Background: an optimization exercise with open tools, aiming at small area, a short achievable clock period and few clock cycles per item. Do not read the settings as production practice. At most, simulation tests tie the RTL to the original design; equivalence was not proved. Power and IR drop assume default switching activity.

==> flow/design.v <==
module projectCPU2020(
  clk,
  rst,
  wrEn,
  data_fromRAM,
  addr_toRAM,
  data_toRAM,
  PC,
  W
);
input clk, rst;
input wire [15:0] data_fromRAM;
output reg [15:0] data_toRAM;
output reg wrEn;
output reg [12:0] addr_toRAM;
output reg [12:0] PC;
output reg [15:0] W;
localparam S_D = 2'd0, S_I = 2'd1, S_E = 2'd2, S_K = 2'd3;
reg [1:0] state;
reg [2:0] opcode;
wire [15:0] s = data_fromRAM;
wire [2:0]  op_in = s[15:13];
wire        a_zero = (s[12:0] == 13'd0);
wire [12:0] pc_inc = PC + 13'd1;
wire [3:0]  n = s[3:0];
wire        c_shr = ~|s[15:4];                  
wire        c_shl = ~|s[15:5] & s[4];           
wire        left = (|s[15:6]) | s[4];           
wire [3:0]  r = left ? (~n + 4'd1) : n;
wire [15:0] x1 = r[0] ? {W[0], W[15:1]} : W;
wire [15:0] x2 = r[1] ? {x1[1:0], x1[15:2]} : x1;
wire [15:0] x4 = r[2] ? {x2[3:0], x2[15:4]} : x2;
wire [15:0] x8 = r[3] ? {x4[7:0], x4[15:8]} : x4;
reg  [15:0] t, keep;
integer k;
always @* begin
  for (k = 0; k < 16; k = k + 1)
    t[k] = (k >= n);
  for (k = 0; k < 16; k = k + 1)
    keep[k] = ~(c_shr | c_shl) | (c_shl & t[k]) | (c_shr & t[15-k]);
end
wire [15:0] w_shift = x8 & keep;
reg [15:0] w_alu;
always @* begin
  case (opcode)
    3'b000: w_alu = W + s;
    3'b001: w_alu = ~(W | s);
    3'b010: w_alu = w_shift;
    3'b011: w_alu = {15'd0, W > s};
    3'b101: w_alu = s;
    default: w_alu = W;
  endcase
end
reg sel_pc, st_d, wr_i;
wire a_or = |{s[12:2], s[0]};
always @* begin
  data_toRAM = W;
  addr_toRAM = sel_pc ? pc_inc : s[12:0];
  if (st_d && !a_or) addr_toRAM[1] = 1'b1;
  wrEn = (st_d && op_in == 3'b110 && (a_or || s[1])) ||
         wr_i;
end
reg [1:0] state_n;
reg [2:0] opcode_n;
always @* begin
  state_n = state;
  opcode_n = opcode;
  case (state)
    S_D: begin
      opcode_n = op_in;
      state_n = a_zero ? S_I : S_E;
    end
    S_I: state_n = S_E;
    S_E: state_n = (opcode == 3'b100 && s == 16'd0) ? S_K : S_D;
    default: state_n = S_D;
  endcase
end
always @(posedge clk) begin
  if (rst) begin
    state <= S_K;
    opcode <= 3'd0;
    PC <= 13'h1fff;
    W <= 16'd0;
    sel_pc <= 1'b1;
    st_d <= 1'b0;
    wr_i <= 1'b0;
  end else begin
    state <= state_n;
    opcode <= opcode_n;
    sel_pc <= (state_n == S_K) || (state_n == S_E && opcode_n != 3'b111);
    st_d <= (state_n == S_D);
    wr_i <= (state_n == S_I) && (opcode_n == 3'b110);
    if (state == S_E) W <= w_alu;
    if (state == S_E || state == S_K) PC <= addr_toRAM;
  end
end
endmodule
==> flow/config.mk <==
export PLATFORM = sky130hd
export DESIGN_NAME = projectCPU2020
export DESIGN_NICKNAME = projectCPU2020
export VERILOG_FILES = /design/flow/design.v
export SDC_FILE = /design/flow/constraint.sdc
export NUM_CORES = 4
export LEC_CHECK = 0
export CAP_MARGIN = 20
export CORE_MARGIN = 2
export CORE_UTILIZATION = 60
export SETUP_SLACK_MARGIN = 2.2
export SLEW_MARGIN = 20
==> flow/constraint.sdc <==
create_clock -name core_clock -period 6.0 [get_ports {clk}]
set_input_delay 1.2000 -clock core_clock [delete_from_list [all_inputs] [get_ports {clk}]]
set_output_delay 1.2000 -clock core_clock [all_outputs]
set_load 0.01 [all_outputs]
standard.sh (not shown) runs the stock make flow with config.mk's settings and CLKGATE_MAP_FILE= SYNTH_SCRIPT=/design/flow/synth_recipe.tcl, a recipe that flattens the netlist after the stock synthesis.
==> flow/flow/run.sh <==
#!/bin/bash
# The standard layout, with these changes:
#  - synthesis runs ORFS's own synth.tcl, patched (patch_synth.py) so that
#    ABC first maps the logic cone of the memory outputs (addr_toRAM, wrEn)
#    on its own with the standard speed script, then maps the rest with
#    flow/main.abc (area recovery under a delay target) in place of
#    abc_speed.script, and without full-adder extraction. The registers,
#    their cells and names are those of the standard synthesis.
#  - the buffers ABC inserted are removed at floorplan (REMOVE_ABC_BUFFERS),
#    leaving buffering to the resizer.
#  - the ports get plain buffers (buf_1) instead of delay cells.
# Each tool's output goes to make_synth.log and make_layout.log here (and
# ORFS's own per-step logs under orfs/logs).
set -euo pipefail
here=$(pwd)
rm -rf "$here/scripts_custom"
cp -r "$FLOW_HOME/scripts" "$here/scripts_custom"
python3 "$here/flow/patch_synth.py" "$here/scripts_custom/synth.tcl"
cp "$FLOW_HOME/scripts/abc_speed.script" "$here/scripts_custom/abc_fast.script"
if [[ -f "$here/flow/main.abc" ]]; then cp "$here/flow/main.abc" "$here/scripts_custom/abc_speed.script"; fi
if [[ -f "$here/flow/no_extract_fa" ]]; then export NO_EXTRACT_FA=1; fi
SCRIPTS_DIR="$here/scripts_custom" bash standard.sh synth > make_synth.log 2>&1
unset NO_EXTRACT_FA
export REMOVE_ABC_BUFFERS=1
export BUFFER_PORTS_ARGS="-buffer_cell sky130_fd_sc_hd__buf_1"
bash standard.sh > make_layout.log 2>&1
==> flow/flow/main.abc <==
strash
balance -l; resub -K 6 -l; rewrite -l; resub -K 6 -N 2 -l; refactor -l; resub -K 8 -l; balance -l; resub -K 8 -N 2 -l; rewrite -l; resub -K 10 -l; rewrite -z -l; resub -K 10 -N 2 -l; balance -l; resub -K 12 -l; refactor -z -l; resub -K 12 -N 2 -l; rewrite -z -l; balance -l
dch
map -D 1000
topo
stime -p
==> flow/flow/no_extract_fa <==
present: synthesis skips full-adder extraction
==> flow/flow/patch_synth.py <==
import sys
p = sys.argv[1]
s = open(p).read()
old = "  log_cmd abc {*}$abc_args\n"
new = '''  # the cone of the memory address and write enable: map it on its own first
  select -set oc o:wrEn o:addr_toRAM %ci*:-sky130_fd_sc_hd__dfxtp_1
  log_cmd abc {*}[lreplace $abc_args 1 1 $::env(SCRIPTS_DIR)/abc_fast.script] @oc
  select -clear
  log_cmd abc {*}$abc_args
'''
assert s.count(old) == 1
s = s.replace(old, new)
old = "  extract_fa {*}[dont_use_extract_fa_args]\n"
assert s.count(old) == 1
s = s.replace(old, "  if {![info exists ::env(NO_EXTRACT_FA)]} { extract_fa {*}[dont_use_extract_fa_args] }\n")
open(p, 'w').write(s)
Then changed:
--- a/flow/design.v
+++ b/flow/design.v
@@ -48,50 +48,43 @@
     3'b010: w_alu = w_shift;
     3'b011: w_alu = {15'd0, W > s};
     3'b101: w_alu = s;
     default: w_alu = W;
   endcase
 end
-reg sel_pc, st_d, wr_i;
+wire sel_pc = (state == S_K) || (state == S_E && opcode != 3'b111);
+wire st_d = (state == S_D);
+wire st_i = (state == S_I);
 wire a_or = |{s[12:2], s[0]};
 always @* begin
   data_toRAM = W;
   addr_toRAM = sel_pc ? pc_inc : s[12:0];
   if (st_d && !a_or) addr_toRAM[1] = 1'b1;
   wrEn = (st_d && op_in == 3'b110 && (a_or || s[1])) ||
-         wr_i;
-end
-reg [1:0] state_n;
-reg [2:0] opcode_n;
-always @* begin
-  state_n = state;
-  opcode_n = opcode;
-  case (state)
-    S_D: begin
-      opcode_n = op_in;
-      state_n = a_zero ? S_I : S_E;
-    end
-    S_I: state_n = S_E;
-    S_E: state_n = (opcode == 3'b100 && s == 16'd0) ? S_K : S_D;
-    default: state_n = S_D;
-  endcase
+         (st_i && opcode == 3'b110);
 end
 always @(posedge clk) begin
   if (rst) begin
     state <= S_K;
     opcode <= 3'd0;
     PC <= 13'h1fff;
     W <= 16'd0;
-    sel_pc <= 1'b1;
-    st_d <= 1'b0;
-    wr_i <= 1'b0;
   end else begin
-    state <= state_n;
-    opcode <= opcode_n;
-    sel_pc <= (state_n == S_K) || (state_n == S_E && opcode_n != 3'b111);
-    st_d <= (state_n == S_D);
-    wr_i <= (state_n == S_I) && (opcode_n == 3'b110);
-    if (state == S_E) W <= w_alu;
-    if (state == S_E || state == S_K) PC <= addr_toRAM;
+    case (state)
+      S_D: begin
+        opcode <= op_in;
+        state <= a_zero ? S_I : S_E;
+      end
+      S_I: state <= S_E;
+      S_E: begin
+        state <= (opcode == 3'b100 && s == 16'd0) ? S_K : S_D;
+        PC <= addr_toRAM;
+        W <= w_alu;
+      end
+      default: begin
+        state <= S_D;
+        PC <= addr_toRAM;
+      end
+    endcase
   end
 end
 endmodule
Result:
- The changed run produced a clean layout
- total power rose by 4.7%
- wire length fell by 5.2%
- die area fell by 1.6%
- cell area fell by 4.4%
- first-iteration DRC count rose by 14%
- via count fell by 2.8%
- sequential power fell by about 5%
- clock skew fell by 10 ps
Testbench counts after the change, summed over its fixed seeds: cycles 56,242, instructions 26,571.
Only the layout flow was run in the first run of this note; the RTL was not checked for function there.

* * *

Another version of the RTL of projectCPU2020 (not shown whole).
Size in the first run: about 610 cells after synthesis, ~77 I/O pins.
==> module projectCPU2020, before the edit <==
module projectCPU2020(
  clk,
  rst,
  wrEn,
  data_fromRAM,
  addr_toRAM,
  data_toRAM,
  PC,
  W
);
input clk, rst;
input wire [15:0] data_fromRAM;
output reg [15:0] data_toRAM;
output reg wrEn;
output reg [12:0] addr_toRAM;
output reg [12:0] PC;
output reg [15:0] W;
localparam S_D = 2'd0, S_I = 2'd1, S_E = 2'd2, S_K = 2'd3;
reg [1:0] state;
reg [2:0] opcode;
wire [2:0]  op_in = data_fromRAM[15:13];
wire        a_zero = (data_fromRAM[12:0] == 13'd0);
wire [15:0] s = data_fromRAM;
wire [12:0] pc_inc = PC + 13'd1;
wire [3:0]  n = s[3:0];
wire        c_shr = ~|s[15:4];                  
wire        c_shl = ~|s[15:5] & s[4];           
wire        c_ror = ~|s[15:6] & s[5] & ~s[4];   
wire        left = ~(c_shr | c_ror);
wire [3:0]  r = left ? (~n + 4'd1) : n;
wire [15:0] x1 = r[0] ? {W[0], W[15:1]} : W;
wire [15:0] x2 = r[1] ? {x1[1:0], x1[15:2]} : x1;
wire [15:0] x4 = r[2] ? {x2[3:0], x2[15:4]} : x2;
wire [15:0] x8 = r[3] ? {x4[7:0], x4[15:8]} : x4;
reg  [15:0] t, keep;
integer k;
always @* begin
  for (k = 0; k < 16; k = k + 1)
    t[k] = (k >= n);
  for (k = 0; k < 16; k = k + 1)
    keep[k] = ~(c_shr | c_shl) | (c_shl & t[k]) | (c_shr & t[15-k]);
end
wire [15:0] w_shift = x8 & keep;
reg [15:0] w_alu;
always @* begin
  case (opcode)
    3'b000: w_alu = W + s;
    3'b001: w_alu = ~(W | s);
    3'b010: w_alu = w_shift;
    3'b011: w_alu = {15'd0, W > s};
    3'b101: w_alu = s;
    default: w_alu = W;
  endcase
end
wire sel_pc = (state == S_K) || (state == S_E && opcode != 3'b111);
wire a_or = |{data_fromRAM[12:2], data_fromRAM[0]};
wire st_d = (state == S_D);
wire st_i = (state == S_I);
always @* begin
  data_toRAM = W;
  addr_toRAM = 13'd0;
  if (!rst) begin
    addr_toRAM = sel_pc ? pc_inc : data_fromRAM[12:0];
    if (!sel_pc && st_d && !a_or) addr_toRAM[1] = 1'b1;
  end
  wrEn = !rst && ((st_d && op_in == 3'b110 && (a_or || data_fromRAM[1])) ||
                  (st_i && opcode == 3'b110));
end
always @(posedge clk) begin
  if (rst) begin
    state <= S_D;
    opcode <= 3'd0;
    PC <= 13'd0;
    W <= 16'd0;
  end else begin
    case (state)
      S_D: begin
        opcode <= op_in;
        state <= a_zero ? S_I : S_E;
      end
      S_I: state <= S_E;
      S_E: begin
        state <= (opcode == 3'b100 && s == 16'd0) ? S_K : S_D;
        PC <= addr_toRAM;
        W <= w_alu;
      end
      default: begin
        state <= S_D;
        PC <= addr_toRAM;
      end
    endcase
  end
end
endmodule
export LEC_CHECK = 0
export CAP_MARGIN = 20
export CORE_MARGIN = 2
export CORE_UTILIZATION = 40
export SETUP_SLACK_MARGIN = 2.5
export SLEW_MARGIN = 20
create_clock -name core_clock -period 6.0 [get_ports {clk}]
run.sh (not shown) runs the stock make flow with config.mk's settings and CLKGATE_MAP_FILE= SYNTH_SCRIPT=/design/flow/synth_recipe.tcl, a recipe that flattens the netlist after the stock synthesis.
Stock flow here: none of the scripts above is used.
Then changed:
==> flow/design.v (replaced) <==
module projectCPU2020(
  clk,
  rst,
  wrEn,
  data_fromRAM,
  addr_toRAM,
  data_toRAM,
  PC,
  W
);
input clk, rst;
input wire [15:0] data_fromRAM;
output reg [15:0] data_toRAM;
output reg wrEn;
output reg [12:0] addr_toRAM;
output reg [12:0] PC;
output reg [15:0] W;
localparam S_D = 2'd0, S_I = 2'd1, S_E = 2'd2;
reg [1:0] state;
reg [2:0] opcode;
wire [2:0]  op_in = data_fromRAM[15:13];
wire        a_zero = (data_fromRAM[12:0] == 13'd0);
wire [15:0] s = data_fromRAM;
wire        skip = (opcode == 3'b100) && (s == 16'd0);
wire [11:0] pc_hi_inc = PC[12:1] + 12'd1;
wire [12:0] pc_seq = {(skip | PC[0]) ? pc_hi_inc : PC[12:1], PC[0] ^ ~skip};
wire [3:0]  n = s[3:0];
wire        c_shr = ~|s[15:4];                  
wire        c_shl = ~|s[15:5] & s[4];           
wire        c_ror = ~|s[15:6] & s[5] & ~s[4];   
wire        left = ~(c_shr | c_ror);
wire [3:0]  r = left ? (~n + 4'd1) : n;
wire [15:0] x1 = r[0] ? {W[0], W[15:1]} : W;
wire [15:0] x2 = r[1] ? {x1[1:0], x1[15:2]} : x1;
wire [15:0] x4 = r[2] ? {x2[3:0], x2[15:4]} : x2;
wire [15:0] x8 = r[3] ? {x4[7:0], x4[15:8]} : x4;
reg  [15:0] t, keep;
integer k;
always @* begin
  for (k = 0; k < 16; k = k + 1) begin
    t[k] = (k >= n);
  end
  for (k = 0; k < 16; k = k + 1) begin
    keep[k] = ~(c_shr | c_shl) | (c_shl & t[k]) | (c_shr & t[15-k]);
  end
end
wire [15:0] w_shift = x8 & keep;
reg [15:0] w_alu;
always @* begin
  case (opcode)
    3'b000: w_alu = W + s;
    3'b001: w_alu = ~(W | s);
    3'b010: w_alu = w_shift;
    3'b011: w_alu = {15'd0, W > s};
    3'b101: w_alu = s;
    default: w_alu = W;
  endcase
end
always @* begin
  data_toRAM = W;
  wrEn = 1'b0;
  addr_toRAM = data_fromRAM[12:0];
  case (state)
    S_D: begin
      if (a_zero) addr_toRAM = 13'd2;
      wrEn = (op_in == 3'b110) && !a_zero;
    end
    S_I: wrEn = (opcode == 3'b110);
    default: if (opcode != 3'b111) addr_toRAM = pc_seq;
  endcase
  if (rst) begin
    wrEn = 1'b0;
    addr_toRAM = 13'd0;
  end
end
always @(posedge clk) begin
  if (rst) begin
    state <= S_D;
    opcode <= 3'd0;
    PC <= 13'd0;
    W <= 16'd0;
  end else begin
    case (state)
      S_D: begin
        opcode <= op_in;
        state <= a_zero ? S_I : S_E;
      end
      S_I: state <= S_E;
      default: begin
        state <= S_D;
        PC <= addr_toRAM;
        W <= w_alu;
      end
    endcase
  end
end
endmodule
Result: The changed run went through all stages and came out clean. Total power came out higher by a few percent. Setup slack degrades by 1.6 ns. Hold slack got worse by 0.0037 ns. Sequential cell count does not change. Final area rises by about a fifth. Clock-buffer cell count went down by 2.
Function was not checked in any run of this note: the RTL went through the layout flow alone.

-- port drivers added, routing unchanged --
The flow's constraints put no driver on any port. The routed layouts listed below were extracted and timed again, unchanged, in two steps.
Step 1: set_driving_cell puts a clkbuf_16 on clk and a buf_2 on each other input, an assumption about the parent block.
Step 2 times the ports against the registers' clock, not the clock port: input delays grow and output delays shrink by t, the midpoint of the rising clock arrivals with the driver on.
Three values: ideal, step 1, step 2; two values: the first two.
| run | shift t [ns] | setup slack, ns | hold WS [ns] | clock arrival spread, ns |
|---|---|---|---|---|
| the first run of note 1 | 0.336 | 2.164 / 2.119 / 1.990 | 0.481 / 0.481 / 0.481 | 0.015 / 0.014 |
| the second run of note 1 | 0.330 | 2.235 / 2.210 / 1.966 | 0.552 / 0.552 / 0.552 | 0.005 / 0.005 |
| the first run of note 2 | 0.325 | 2.341 / 2.303 / 2.093 | 0.536 / 0.536 / 0.536 | 0.006 / 0.006 |
| the second run of note 2 | 0.336 | 0.778 / 0.783 / 0.447 | 0.533 / 0.533 / 0.533 | 0.010 / 0.009 |
After both steps setup and hold are still met in every run listed. For the second run of note 2, which loses most, drivers alone change the setup slack by +0.005 ns; drivers and shift together by -0.331 ns.
